This is an optimization exercise on Yosys and OpenROAD, whose aim is small area, not a production implementation. Function was checked by simulation only, so behaviour that the tests miss may differ from the original. In this run the design's own scripts or RTL, not TritonCTS, make the clock network. The clock input has no modelled driver; a real chip could not lean on it and would need a root buffer or a full tree. No activity file was given, so power comes from the tool's default toggle rates.

===== flow/config.mk =====
export PLATFORM = sky130hd
export DESIGN_NAME = alu8
export DESIGN_NICKNAME = alu8
export VERILOG_FILES = /design/flow/design.v
export SDC_FILE = /design/flow/constraint.sdc
export NUM_CORES = 8
export LEC_CHECK = 0
export CAP_MARGIN = 20
export CORE_AREA = 2 2 59 59
export DIE_AREA = 0 0 61 61
export GPL_TIMING_DRIVEN = 0
export SLEW_MARGIN = 20

===== flow/constraint.sdc =====
create_clock -name core_clock -period 5.0 [get_ports {clk}]
set_input_delay 1.0000 -clock core_clock [delete_from_list [all_inputs] [get_ports {clk}]]
set_output_delay 1.0000 -clock core_clock [all_outputs]
set_load 0.01 [all_outputs]

===== flow/design.v =====
module ALU(input [7:0] operand_1,
           input [7:0] operand_2,
           input [3:0] opcode,
           input z_in,
           input cy_in,
           input sign_in,
           input rst,
           output z_flag,
           output cy_flag,
           output sign_flag,
           output [7:0] alu_out);
  wire [7:0] a = operand_1;
  wire [7:0] b = operand_2;
  wire op0 = opcode[0];
  wire op1 = opcode[1];
  wire op2 = opcode[2];
  wire op3 = opcode[3];
  wire nsub_f;
  wire sub;
  wire op0b;
  hd_buf_1 u_op0b(.A(op0), .X(op0b));
  hd_a21oi_1 u_sub(.A1(op0), .A2(op2), .B1(op1), .Y(nsub_f));
  hd_inv_2 u_subb(.A(nsub_f), .Y(sub));
  wire g_pr;
  wire g_arith;
  wire g_logic;
  wire g_k;
  hd_nor2b_1 u_gpr(.A(rst), .B_N(op2), .Y(g_pr));
  hd_nor2b_1 u_ga(.A(op1), .B_N(g_pr), .Y(g_arith));
  hd_and2_1 u_gl(.A(op1), .B(g_pr), .X(g_logic));
  hd_nor2_1 u_gk(.A(op2), .B(rst), .Y(g_k));
  wire ng_k;
  hd_inv_1 u_ngk(.A(g_k), .Y(ng_k));
  wire [7:0] d;
  wire [8:0] c;
  hd_xor2_1 u_d0(.A(a[0]), .B(b[0]), .X(d[0]));
  wire n0;
  hd_nand2_1 u_n0(.A(a[0]), .B(b[0]), .Y(n0));
  hd_o21ai_1 u_c1(.A1(b[0]), .A2(nsub_f), .B1(n0), .Y(c[1]));
  wire bb1;
  hd_xnor2_1 u_bb1(.A(b[1]), .B(nsub_f), .Y(bb1));
  hd_fa_1 u_fa1(.A(a[1]), .B(bb1), .CIN(c[1]), .COUT(c[2]), .SUM(d[1]));
  wire bb2;
  hd_xor2_1 u_bb2(.A(b[2]), .B(sub), .X(bb2));
  hd_fa_1 u_fa2(.A(a[2]), .B(bb2), .CIN(c[2]), .COUT(c[3]), .SUM(d[2]));
  wire bb3;
  hd_xor2_1 u_bb3(.A(b[3]), .B(sub), .X(bb3));
  hd_fa_1 u_fa3(.A(a[3]), .B(bb3), .CIN(c[3]), .COUT(c[4]), .SUM(d[3]));
  wire bb4;
  hd_xor2_1 u_bb4(.A(b[4]), .B(sub), .X(bb4));
  hd_fa_1 u_fa4(.A(a[4]), .B(bb4), .CIN(c[4]), .COUT(c[5]), .SUM(d[4]));
  wire bb5;
  hd_xor2_1 u_bb5(.A(b[5]), .B(sub), .X(bb5));
  hd_fa_1 u_fa5(.A(a[5]), .B(bb5), .CIN(c[5]), .COUT(c[6]), .SUM(d[5]));
  wire bb6;
  hd_xor2_1 u_bb6(.A(b[6]), .B(sub), .X(bb6));
  hd_fa_1 u_fa6(.A(a[6]), .B(bb6), .CIN(c[6]), .COUT(c[7]), .SUM(d[6]));
  wire bb7;
  wire p7;
  hd_xor2_1 u_bb7(.A(b[7]), .B(sub), .X(bb7));
  hd_xor2_1 u_p7(.A(a[7]), .B(bb7), .X(p7));
  hd_mux2i_1 u_k7(.A0(bb7), .A1(c[7]), .S(p7), .Y(c[8]));
  hd_xor2_1 u_s7(.A(p7), .B(c[7]), .X(d[7]));
  wire ncout;
  wire cout;
  assign ncout = c[8];                   
  hd_inv_2 u_cout(.A(ncout), .Y(cout));
  wire no2;
  wire o3;
  wire no4;
  wire o5;
  wire no6;
  wire o7;
  hd_nor2_1 u_o2(.A(d[0]), .B(d[1]), .Y(no2));
  hd_nand2b_1 u_o3(.A_N(d[2]), .B(no2), .Y(o3));
  hd_nor2_1 u_o4(.A(o3), .B(d[3]), .Y(no4));
  hd_nand2b_1 u_o5(.A_N(d[4]), .B(no4), .Y(o5));
  hd_nor2_1 u_o6(.A(o5), .B(d[5]), .Y(no6));
  hd_nand2b_1 u_o7(.A_N(d[6]), .B(no6), .Y(o7));
  wire ca;
  wire za;
  hd_nor2_1 u_ca(.A(ncout), .B(sub), .Y(ca));
  hd_nor3_1 u_za(.A(o7), .B(d[7]), .C(ca), .Y(za));
  wire zp;
  hd_nor2_1 u_zp(.A(o7), .B(d[7]), .Y(zp));
  wire [7:1] e;
  hd_a21oi_1 u_e1(.A1(d[1]), .A2(d[0]), .B1(no2), .Y(e[1]));
  hd_xnor2_1 u_e2(.A(d[2]), .B(no2), .Y(e[2]));
  hd_a21oi_1 u_e3(.A1(d[3]), .A2(o3), .B1(no4), .Y(e[3]));
  hd_xnor2_1 u_e4(.A(d[4]), .B(no4), .Y(e[4]));
  hd_a21oi_1 u_e5(.A1(d[5]), .A2(o5), .B1(no6), .Y(e[5]));
  hd_xnor2_1 u_e6(.A(d[6]), .B(no6), .Y(e[6]));
  hd_a21oi_1 u_e7(.A1(d[7]), .A2(o7), .B1(zp), .Y(e[7]));
  wire ngs;
  wire g_neg;
  wire g_pos;
  hd_nand2_1 u_ngs(.A(g_arith), .B(op0b), .Y(ngs));
  hd_nor2_2 u_gneg(.A(ngs), .B(cout), .Y(g_neg));
  hd_o21a_1 u_gpos(.A1(ngs), .A2(cout), .B1(g_arith), .X(g_pos));
  wire [7:0] nr;
  wire [7:0] nl;
  hd_nand2_1 u_r0(.A(d[0]), .B(g_arith), .Y(nr[0]));
  hd_a22oi_1 u_r1(.A1(g_pos), .A2(d[1]), .B1(g_neg), .B2(e[1]), .Y(nr[1]));
  hd_a22oi_1 u_r2(.A1(g_pos), .A2(d[2]), .B1(g_neg), .B2(e[2]), .Y(nr[2]));
  hd_a22oi_1 u_r3(.A1(g_pos), .A2(d[3]), .B1(g_neg), .B2(e[3]), .Y(nr[3]));
  hd_a22oi_1 u_r4(.A1(g_pos), .A2(d[4]), .B1(g_neg), .B2(e[4]), .Y(nr[4]));
  hd_a22oi_1 u_r5(.A1(g_pos), .A2(d[5]), .B1(g_neg), .B2(e[5]), .Y(nr[5]));
  hd_a22oi_1 u_r6(.A1(g_pos), .A2(d[6]), .B1(g_neg), .B2(e[6]), .Y(nr[6]));
  hd_a22oi_1 u_r7(.A1(g_pos), .A2(d[7]), .B1(g_neg), .B2(e[7]), .Y(nr[7]));
  hd_o211ai_1 u_l0(.A1(b[0]), .A2(op0b), .B1(a[0]), .C1(g_logic), .Y(nl[0]));
  hd_o211ai_1 u_l1(.A1(b[1]), .A2(op0b), .B1(a[1]), .C1(g_logic), .Y(nl[1]));
  hd_o211ai_1 u_l2(.A1(b[2]), .A2(op0b), .B1(a[2]), .C1(g_logic), .Y(nl[2]));
  hd_o211ai_1 u_l3(.A1(b[3]), .A2(op0b), .B1(a[3]), .C1(g_logic), .Y(nl[3]));
  hd_o211ai_1 u_l4(.A1(b[4]), .A2(op0b), .B1(a[4]), .C1(g_logic), .Y(nl[4]));
  hd_o211ai_1 u_l5(.A1(b[5]), .A2(op0b), .B1(a[5]), .C1(g_logic), .Y(nl[5]));
  hd_o211ai_1 u_l6(.A1(b[6]), .A2(op0b), .B1(a[6]), .C1(g_logic), .Y(nl[6]));
  hd_o211ai_1 u_l7(.A1(b[7]), .A2(op0b), .B1(a[7]), .C1(g_logic), .Y(nl[7]));
  hd_nand2_1 u_y0(.A(nr[0]), .B(nl[0]), .Y(alu_out[0]));
  hd_nand3_1 u_y1(.A(nr[1]), .B(nl[1]), .C(ng_k), .Y(alu_out[1]));
  hd_nand2_1 u_y2(.A(nr[2]), .B(nl[2]), .Y(alu_out[2]));
  hd_nand3_1 u_y3(.A(nr[3]), .B(nl[3]), .C(ng_k), .Y(alu_out[3]));
  hd_nand2_1 u_y4(.A(nr[4]), .B(nl[4]), .Y(alu_out[4]));
  hd_nand2_1 u_y5(.A(nr[5]), .B(nl[5]), .Y(alu_out[5]));
  hd_nand3_1 u_y6(.A(nr[6]), .B(nl[6]), .C(ng_k), .Y(alu_out[6]));
  hd_nand2_1 u_y7(.A(nr[7]), .B(nl[7]), .Y(alu_out[7]));
  wire nz_lo;
  wire nz_hi;
  wire and_zero;
  hd_nand4_1 u_az0(.A(nl[0]), .B(nl[1]), .C(nl[2]), .D(nl[3]), .Y(nz_lo));
  hd_nand4_1 u_az1(.A(nl[4]), .B(nl[5]), .C(nl[6]), .D(nl[7]), .Y(nz_hi));
  hd_nor3b_1 u_az(.A(nz_lo), .B(nz_hi), .C_N(g_logic), .Y(and_zero));
  wire nsc;
  wire scnz;
  hd_nand2_1 u_nsc(.A(g_pr), .B(op0b), .Y(nsc));
  hd_nor2_1 u_scnz(.A(zp), .B(nsc), .Y(scnz));
  wire nadd;
  wire t_add;
  wire x_cy;
  hd_nand2b_1 u_nadd(.A_N(op0b), .B(g_arith), .Y(nadd));
  hd_nor2_1 u_tadd(.A(cout), .B(nadd), .Y(t_add));
  hd_mux2i_1 u_xcy(.A0(cy_in), .A1(ncout), .S(scnz), .Y(x_cy));
  hd_a211oi_1 u_cy(.A1(nadd), .A2(x_cy), .B1(rst), .C1(t_add), .Y(cy_flag));
  wire upd_s;
  wire w_s;
  hd_nor2_1 u_upds(.A(ngs), .B(zp), .Y(upd_s));
  hd_nor2_1 u_ws(.A(sign_in), .B(upd_s), .Y(w_s));
  hd_a211oi_1 u_s(.A1(cout), .A2(upd_s), .B1(rst), .C1(w_s), .Y(sign_flag));
  wire nzk;
  hd_a311oi_1 u_nzk(.A1(g_k), .A2(op3), .A3(za), .B1(z_in), .C1(and_zero), .Y(nzk));
  hd_a211oi_1 u_z(.A1(nsc), .A2(nzk), .B1(rst), .C1(scnz), .Y(z_flag));
endmodule
module hd_a211oi_1(input A1, input A2, input B1, input C1, output Y);
  assign Y = ~((A1 & A2) | B1 | C1);
endmodule
module hd_a21oi_1(input A1, input A2, input B1, output Y);
  assign Y = ~((A1 & A2) | B1);
endmodule
module hd_a22oi_1(input A1, input A2, input B1, input B2, output Y);
  assign Y = ~((A1 & A2) | (B1 & B2));
endmodule
module hd_a311oi_1(input A1, input A2, input A3, input B1, input C1, output Y);
  assign Y = ~((A1 & A2 & A3) | B1 | C1);
endmodule
module hd_and2_1(input A, input B, output X);
  assign X = A & B;
endmodule
module hd_buf_1(input A, output X);
  assign X = A;
endmodule
module hd_fa_1(input A, input B, input CIN, output COUT, output SUM);
  assign SUM = A ^ B ^ CIN;
  assign COUT = (A & B) | (CIN & (A ^ B));
endmodule
module hd_inv_1(input A, output Y);
  assign Y = ~A;
endmodule
module hd_inv_2(input A, output Y);
  assign Y = ~A;
endmodule
module hd_mux2i_1(input A0, input A1, input S, output Y);
  assign Y = ~(S ? A1 : A0);
endmodule
module hd_nand2_1(input A, input B, output Y);
  assign Y = ~(A & B);
endmodule
module hd_nand2b_1(input A_N, input B, output Y);
  assign Y = ~(~A_N & B);
endmodule
module hd_nand3_1(input A, input B, input C, output Y);
  assign Y = ~(A & B & C);
endmodule
module hd_nand4_1(input A, input B, input C, input D, output Y);
  assign Y = ~(A & B & C & D);
endmodule
module hd_nor2_1(input A, input B, output Y);
  assign Y = ~(A | B);
endmodule
module hd_nor2_2(input A, input B, output Y);
  assign Y = ~(A | B);
endmodule
module hd_nor2b_1(input A, input B_N, output Y);
  assign Y = ~(A | ~B_N);
endmodule
module hd_nor3_1(input A, input B, input C, output Y);
  assign Y = ~(A | B | C);
endmodule
module hd_nor3b_1(input A, input B, input C_N, output Y);
  assign Y = ~(A | B | ~C_N);
endmodule
module hd_o211ai_1(input A1, input A2, input B1, input C1, output Y);
  assign Y = ~((A1 | A2) & B1 & C1);
endmodule
module hd_o21a_1(input A1, input A2, input B1, output X);
  assign X = (A1 | A2) & B1;
endmodule
module hd_o21ai_1(input A1, input A2, input B1, output Y);
  assign Y = ~((A1 | A2) & B1);
endmodule
module hd_xnor2_1(input A, input B, output Y);
  assign Y = ~(A ^ B);
endmodule
module hd_xor2_1(input A, input B, output X);
  assign X = A ^ B;
endmodule
module alu8(input clk,
            input rst,
            input [7:0] operand_1,
            input [7:0] operand_2,
            input [3:0] opcode,
            output reg [7:0] alu_out,
            output reg z_flag,
            output reg cy_flag,
            output reg sign_flag);
  wire [7:0] result;
  wire z_next, cy_next, sign_next;
  ALU a1(operand_1, operand_2, opcode, z_flag, cy_flag, sign_flag, rst,
         z_next, cy_next, sign_next, result);
  always @(posedge clk) begin
    alu_out   <= result;
    z_flag    <= z_next;
    cy_flag   <= cy_next;
    sign_flag <= sign_next;
  end
endmodule

===== flow/flow/run.sh =====
#!/bin/bash
# Own layout flow: the standard ORFS flow (standard.sh) with
#  * our own synthesis script (flow/synth.tcl),
#  * port buffers of the smallest buffer cell (buf_1) instead of ORFS's pick,
#  * one clock buffer for the 11 registers instead of CTS's tree
#    (flow/cts_post.tcl, run at the end of ORFS's CTS step).
# Each tool's output goes to ORFS's own logs under orfs/logs; make's output
# to flow_make.log.
set -euo pipefail
W=$(pwd)
export OWN_FLOW_DIR=$W/flow
export OWN_CLOCK_BUFFER=sky130_fd_sc_hd__buf_4
export OWN_CLOCK_BUFFERS=1
bash standard.sh \
  SYNTH_SCRIPT=$W/flow/synth.tcl \
  "BUFFER_PORTS_ARGS=-buffer_cell sky130_fd_sc_hd__buf_1" \
  POST_CTS_TCL=$W/flow/cts_post.tcl SKIP_CTS_REPAIR_TIMING=1 SKIP_INCREMENTAL_REPAIR=1 \
  finish > $W/flow_make.log 2>&1

===== flow/flow/abc_1.script =====
strash; dch -f; amap

===== flow/flow/abc_2.script =====
strash; dch; amap

===== flow/flow/abc_3.script =====
strash; balance; rewrite; refactor; balance; rewrite -z; dch -f; amap

===== flow/flow/abc_4.script =====
strash; dch -f; map -a

===== flow/flow/cts_post.tcl =====
# Runs at the end of ORFS's CTS step (POST_CTS_TCL). The design has only a
# few registers, so CTS's H-tree (a root buffer, leaf buffers and a dummy
# load) is replaced by OWN_CLOCK_BUFFERS buffers of cell OWN_CLOCK_BUFFER,
# each driving the clock pins of a group of nearby registers, all fed
# straight from the clock port.
set db [ord::get_db]
set block [ord::get_db_block]
set clk_net [[$block findBTerm clk] getNet]
set cell $::env(OWN_CLOCK_BUFFER)
set nbuf $::env(OWN_CLOCK_BUFFERS)

# remove the clock buffers and dummy loads CTS inserted
foreach inst [$block getInsts] {
  set name [$inst getName]
  if { [string match clkbuf_* $name] || [string match clkload* $name] } {
    set nets {}
    foreach it [$inst getITerms] {
      set n [$it getNet]
      if { $n != "NULL" && $n != $clk_net } { lappend nets $n }
    }
    puts "own cts: removing $name ([[$inst getMaster] getName])"
    odb::dbInst_destroy $inst
    foreach n [lsort -unique $nets] {
      if { [llength [$n getITerms]] == 0 && [llength [$n getBTerms]] == 0 } {
        odb::dbNet_destroy $n
      }
    }
  }
}

# the registers' clock pins, with their positions
set sinks {}
foreach inst [$block getInsts] {
  set m [[$inst getMaster] getName]
  if { [string match sky130_fd_sc_hd__df* $m] } {
    set bb [$inst getBBox]
    lappend sinks [list [$inst findITerm CLK] \
      [expr { ([$bb xMin] + [$bb xMax]) / 2 }] [expr { ([$bb yMin] + [$bb yMax]) / 2 }]]
  }
}
puts "own cts: [llength $sinks] registers, $nbuf buffers"

# groups of nearly equal size: the registers sorted along the direction in
# which they spread most, cut into OWN_CLOCK_BUFFERS consecutive runs
set xs {}
set ys {}
foreach s $sinks { lappend xs [lindex $s 1]; lappend ys [lindex $s 2] }
set spanx [expr { [tcl::mathfunc::max {*}$xs] - [tcl::mathfunc::min {*}$xs] }]
set spany [expr { [tcl::mathfunc::max {*}$ys] - [tcl::mathfunc::min {*}$ys] }]
set axis [expr { $spanx >= $spany ? 1 : 2 }]
set sorted [lsort -integer -index $axis $sinks]
set n [llength $sorted]
set groups {}
set cent {}
for {set k 0} {$k < $nbuf} {incr k} {
  set lo [expr { ($k * $n) / $nbuf }]
  set hi [expr { (($k + 1) * $n) / $nbuf - 1 }]
  set grp [lrange $sorted $lo $hi]
  set sx 0
  set sy 0
  foreach s $grp { set sx [expr { $sx + [lindex $s 1] }]; set sy [expr { $sy + [lindex $s 2] }] }
  lappend groups $grp
  lappend cent [list [expr { $sx / [llength $grp] }] [expr { $sy / [llength $grp] }]]
}

set k 0
foreach grp $groups c $cent {
  if { [llength $grp] == 0 } continue
  set buf [odb::dbInst_create $block [$db findMaster $cell] clkbuf_regs_$k]
  set net [odb::dbNet_create $block clknet_regs_$k]
  $net setSigType CLOCK
  [$buf findITerm A] connect $clk_net
  [$buf findITerm X] connect $net
  foreach s $grp {
    set it [lindex $s 0]
    $it disconnect
    $it connect $net
  }
  $buf setLocation [lindex $c 0] [lindex $c 1]
  $buf setPlacementStatus PLACED
  puts "own cts: buffer $k drives [llength $grp] registers"
  incr k
}
detailed_placement
check_placement -verbose
estimate_parasitics -placement
report_clock_skew
report_checks -path_delay min_max

===== flow/flow/synth.tcl =====
# Own synthesis. It follows ORFS's synthesis (synth_recipe.tcl: synth.tcl with
# -nofsm -noshare, then flatten and rename) with two changes:
#  * every instance of a module hd_<cell> in the RTL becomes the standard cell
#    sky130_fd_sc_hd__<cell>, whose function the module describes;
#  * no adder extraction, and ABC maps the remaining logic with area scripts
#    (flow/abc_*.script); the smallest result is kept.
yosys -import
source $::env(SCRIPTS_DIR)/synth_preamble.tcl
read_checkpoint $::env(RESULTS_DIR)/1_1_yosys_canonicalize.rtlil
hierarchy -check -top $::env(DESIGN_NAME)

# hd_<cell> modules -> library cells
foreach m [tee -q -s result.string select -list-mod hd_*] {
  set cell sky130_fd_sc_hd__[string range $m 3 end]
  chtype -map $m $cell
  delete $m
}
hierarchy -check -top $::env(DESIGN_NAME)

synth -nofsm -noshare -flatten -top $::env(DESIGN_NAME) -run :fine
synth -nofsm -noshare -top $::env(DESIGN_NAME) -run fine:
chformal -remove
delete t:\$print
yosys rename -wire
opt -purge
dfflibmap {*}$lib_args {*}$lib_dont_use_args
opt
setundef -zero

# map the rest with each script; keep the smallest
set best ""
set best_area 1e30
foreach script [lsort [glob $::env(OWN_FLOW_DIR)/abc_*.script]] {
  design -push-copy
  abc -script $script {*}$lib_args {*}$lib_dont_use_args
  opt_clean -purge
  tee -q -o $::env(OBJECTS_DIR)/own_stat.txt stat {*}$lib_args
  set fh [open $::env(OBJECTS_DIR)/own_stat.txt]
  set txt [read $fh]
  close $fh
  regexp {Chip area for module [^:]*: ([0-9.]+)} $txt -> area
  puts "OWN: $script area $area"
  if { $area < $best_area } {
    set best_area $area
    set best $script
  }
  design -pop
}
puts "OWN: using $best ($best_area)"
abc -script $best {*}$lib_args {*}$lib_dont_use_args

splitnets
opt_clean -purge
hilomap -singleton -hicell {*}$::env(TIEHI_CELL_AND_PORT) -locell {*}$::env(TIELO_CELL_AND_PORT)
insbuf -buf {*}$::env(MIN_BUF_CELL_AND_PORTS)
tee -o $::env(REPORTS_DIR)/synth_stat.txt stat {*}$lib_args
check -assert -mapped

# left out here: clear keep_hierarchy, flatten, clean up, hide names made inside functions, write 1_2_yosys.v
exec cp $::env(SDC_FILE) $::env(RESULTS_DIR)/1_synth.sdc

===== flow/standard.sh =====
#!/bin/bash
# synth_recipe.tcl (not shown) runs the flow's synth.tcl, then flattens the netlist and writes it again
# the make line also repeats each setting of config.mk as NAME=value (left out here)
make -C /OpenROAD-flow-scripts/flow DESIGN_CONFIG=/design/flow/config.mk WORK_HOME=/design/flow/orfs CLKGATE_MAP_FILE= SYNTH_SCRIPT=/design/flow/synth_recipe.tcl "${@:-finish}"

==> results.cfg <==
[floorplanning]
start_util_pct = 27.03
dieWidth_um = 61
io_pins = 33
core_area_mm2 = 0.003078
chipHeight_um = 61
dieArea_mm2 = 0.003721
rows = 20

[cts]
clock_sinks = 11
cts.clk_slew.worst_paths_ns = 0.11
insertion_delay_ns = 0.15

[global_routing]
track_usage_pct = 11.24
grt-ovfl-total = 0
grt_pass1_wl_mm = 3.249
antenna_found_initial = 0
grt_max_degree = 12
grt_pass1_vias = 749

[run]
drv_cap = 0

[yosys]
synth_top_area_cell = dfxtp_1
syn_area_um2 = 832.0
synth_cell_types = 25
synth_nets = 124
synth_seq_area_share_pct = 26.47
synth_area_leaders = dfxtp_1, fa_1, xor2_1, o211ai_1, a22oi_1
ys_ff_latch = 11
yosysTopAreaCellShare_pct = 26.47
ys_warn_count = 1
syn_area_per_cell_um2 = 8.667
synthCells = 96

[critical_path]
r2r_end = z_flag
rr_worst_depth = 2
timing.reg2reg.setup_slack_ns = 4.22
r2r-start = z_flag
slowest_delay_ns = 0.42
cp-end-kind = flop
worstPathCellList = buf_1, a21oi_1, xnor2_1, fa_1, fa_1, fa_1, fa_1, fa_1, fa_1, mux2i_1, inv_2, o21a_1, a22oi_1, nand3_1
slowest_stage = fa_1
path_class = in2reg
startpoint = opcode[2]
cp_max_fo = 7
critical_path_required_ns = 5.03
crit_arrival_ns = 4.97
cpMostUsedCell = fa_1
startpoint_type = input pin

[drt]
drcViolationCount = 0
wl_mm = 2.036
wl_per_cell_um = 11.77
vias = 809
detail_route.first_pass.iterations = 4
antenna_left = 0
drtIter0Drc = 28
via_per_inst = 4.676

[cells_and_area]
diodes = 0
final_nets = 161
final_core_util_pct = 32.97
area_growth_pct = 21.95
drive_gt1_share_pct = 3.101

[sta]
timing.final.max_slew_violations = 0
whs_ns = 0.5084
clock.fmax_mhz = 202.6
fin_crit_sh_pct = 98.70
slew_headroom_pct = 66.79
fin_skew_ns = 0
worst_slack_ns = 0.06522
min_period_ns = 4.935
hold_viol_final = 0
setup_violations = 0
tightest_slew_ns = 0.4981

[placed_design]
gp_congestion = 0.8219
io_buffers = 32
post-place-ws_ns = -0.1169
dp_hpwl_mm = 1.727

[run_status]
status = no timing/DRC/antenna violations

[hold_path]
hold_depth = 2
min_to = sign_flag
min_path_type = reg2reg
min-delay-start = sign_flag

[power_and_ir_drop]
p_leak_nw = 0.3645
powerDensity_mw_per_mm2 = 242.0
vdd_drop_max_mv = 0.07764
-- cell usage after synthesis --
| cell type | count |
|---|---|
| a211oi_1 | 3 |
| a21oi_1 | 5 |
| a22oi_1 | 7 |
| a311oi_1 | 1 |
| and2_1 | 1 |
| buf_1 | 1 |
| dfxtp_1 | 11 |
| fa_1 | 6 |
| inv_1 | 1 |
| inv_2 | 2 |
| mux2i_1 | 2 |
| nand2_1 | 9 |
| nand2b_1 | 4 |
| nand3_1 | 3 |
| nand4_1 | 2 |
| nor2_1 | 10 |
| nor2_2 | 1 |
| nor2b_1 | 2 |
| nor3_1 | 1 |
| nor3b_1 | 1 |
| o211ai_1 | 8 |
| o21a_1 | 1 |
| o21ai_1 | 1 |
| xnor2_1 | 4 |
| xor2_1 | 9 |
-- sequential cells by signal, indices dropped and copies added (netlist names) --
name	flops
alu_out	8
cy_flag	1
sign_flag	1
z_flag	1
-- layer usage --
metal  up-vias  track usage, %  share of wire, %
li1        413               -                 -
met1       367           14.19                42
met2        29           21.20                52
met3         0           1.919               5.5
met4         0               0                 0
met5         -               0                 0
-- worst max-delay path: cells and delay by family --
family | cells | cell delay [ns]
adder cells (fa/ha/maj) | 6 | 2.40
AO/OA/AOI/OAI | 3 | 0.81
multiplexers | 1 | 0.28
buffers and inverters | 2 | 0.21
XOR/XNOR | 1 | 0.15
AND/OR/NAND/NOR | 1 | 0.11
-- cell families (layout without fill, tap and decap cells) --
group                      after synthesis  count (layout)  share of synthesized area (%)
AOI/OAI and AO/OA                       26              26                          21.80
xor gates and xnor gates                13              13                          13.68
adders and majority gates                6               6                          14.44
buffers and inverters                    4              37                          1.804
DFF                                     11              11                          26.47
muxes                                    2               2                          2.406
and+or+nand+nor                         34              34                          19.40
-- where the power goes --
part | switching (W) | internal (W) | total (W)
Sequential | 0.00000213 | 0.0000958 | 0.0000979
Combinational | 0.0000649 | 0.0000478 | 0.000113
Clock | 0.0000244 | 0.0000106 | 0.0000350
Total | 0.0000914 | 0.000154 | 0.000246
-- per-stage QoR --
step           instance area (µm²)  instances  TNS [ns]  power (W)
3_5_place_dp                  1007        172   -0.6713  0.0002132
2_1_floorplan                832.0         96         0  0.0001826
3_3_place_gp                  1007        172   -0.5706  0.0002098
5_1_grt                       1015        173    -1.280  0.0002663
6_report                      1015        173         0  0.0002456
-- area by class of cell --
type / count / area, µm²
Inverter: 3 / 11.26
Timing Repair Buffer: 32 / 120.1
Multi-Input combinational cell: 81 / 596.8
Tap cell: 44 / 55.05
Buffer: 2 / 11.26
Fill cell: 340 / 2063
Sequential cell: 11 / 220.2
-- cell usage in the layout (no fill, tap or decap) --
cell type,count
buf_1,33
dfxtp_1,11
nor2_1,10
xor2_1,9
nand2_1,9
o211ai_1,8
a22oi_1,7
fa_1,6
a21oi_1,5
xnor2_1,4
nand2b_1,4
a211oi_1,3
nand3_1,3
nand4_1,2
inv_2,2
nor2b_1,2
mux2i_1,2
nor3b_1,1
o21ai_1,1
and2_1,1
nor2_2,1
o21a_1,1
inv_1,1
a311oi_1,1
nor3_1,1
buf_4,1
-- worst max path at each step --
| stage | end | slack [ns] | cells past startpoint |
|---|---|---|---|
| after floorplan | cy_flag | 0.37 | 13 |
| after global placement | alu_out[3] | -0.11 | 14 |
| after detailed placement | alu_out[3] | -0.12 | 14 |
| after global routing | alu_out[3] | -0.18 | 14 |
| final | alu_out[3] | 0.07 | 14 |

static timing again, ports no longer ideal:
Ports are ideal in the flow. The routed layout listed here was re-timed in OpenROAD.
Step 1 assumes that a clkbuf_16 drives the clock port and a buf_2 every other input.
Step 2 times the ports against the registers' clock, not the clock port: input delays grow and output delays shrink by t, the midpoint of the rising clock arrivals with the driver on.
a / b / c = ideal / step 1 / step 2; a / b = the first two.
shift t [ns]: 0.164
setup WS [ns]: 0.065 / 0.057 / -0.107
worst setup path at the end: input to register
clock arrival spread, ns: 0.001 / 0.001
Met with ideal ports but missed after step 2: setup timing in this run. The setup slack of this run moves by -0.008 ns with the drivers and by -0.172 ns with both steps.
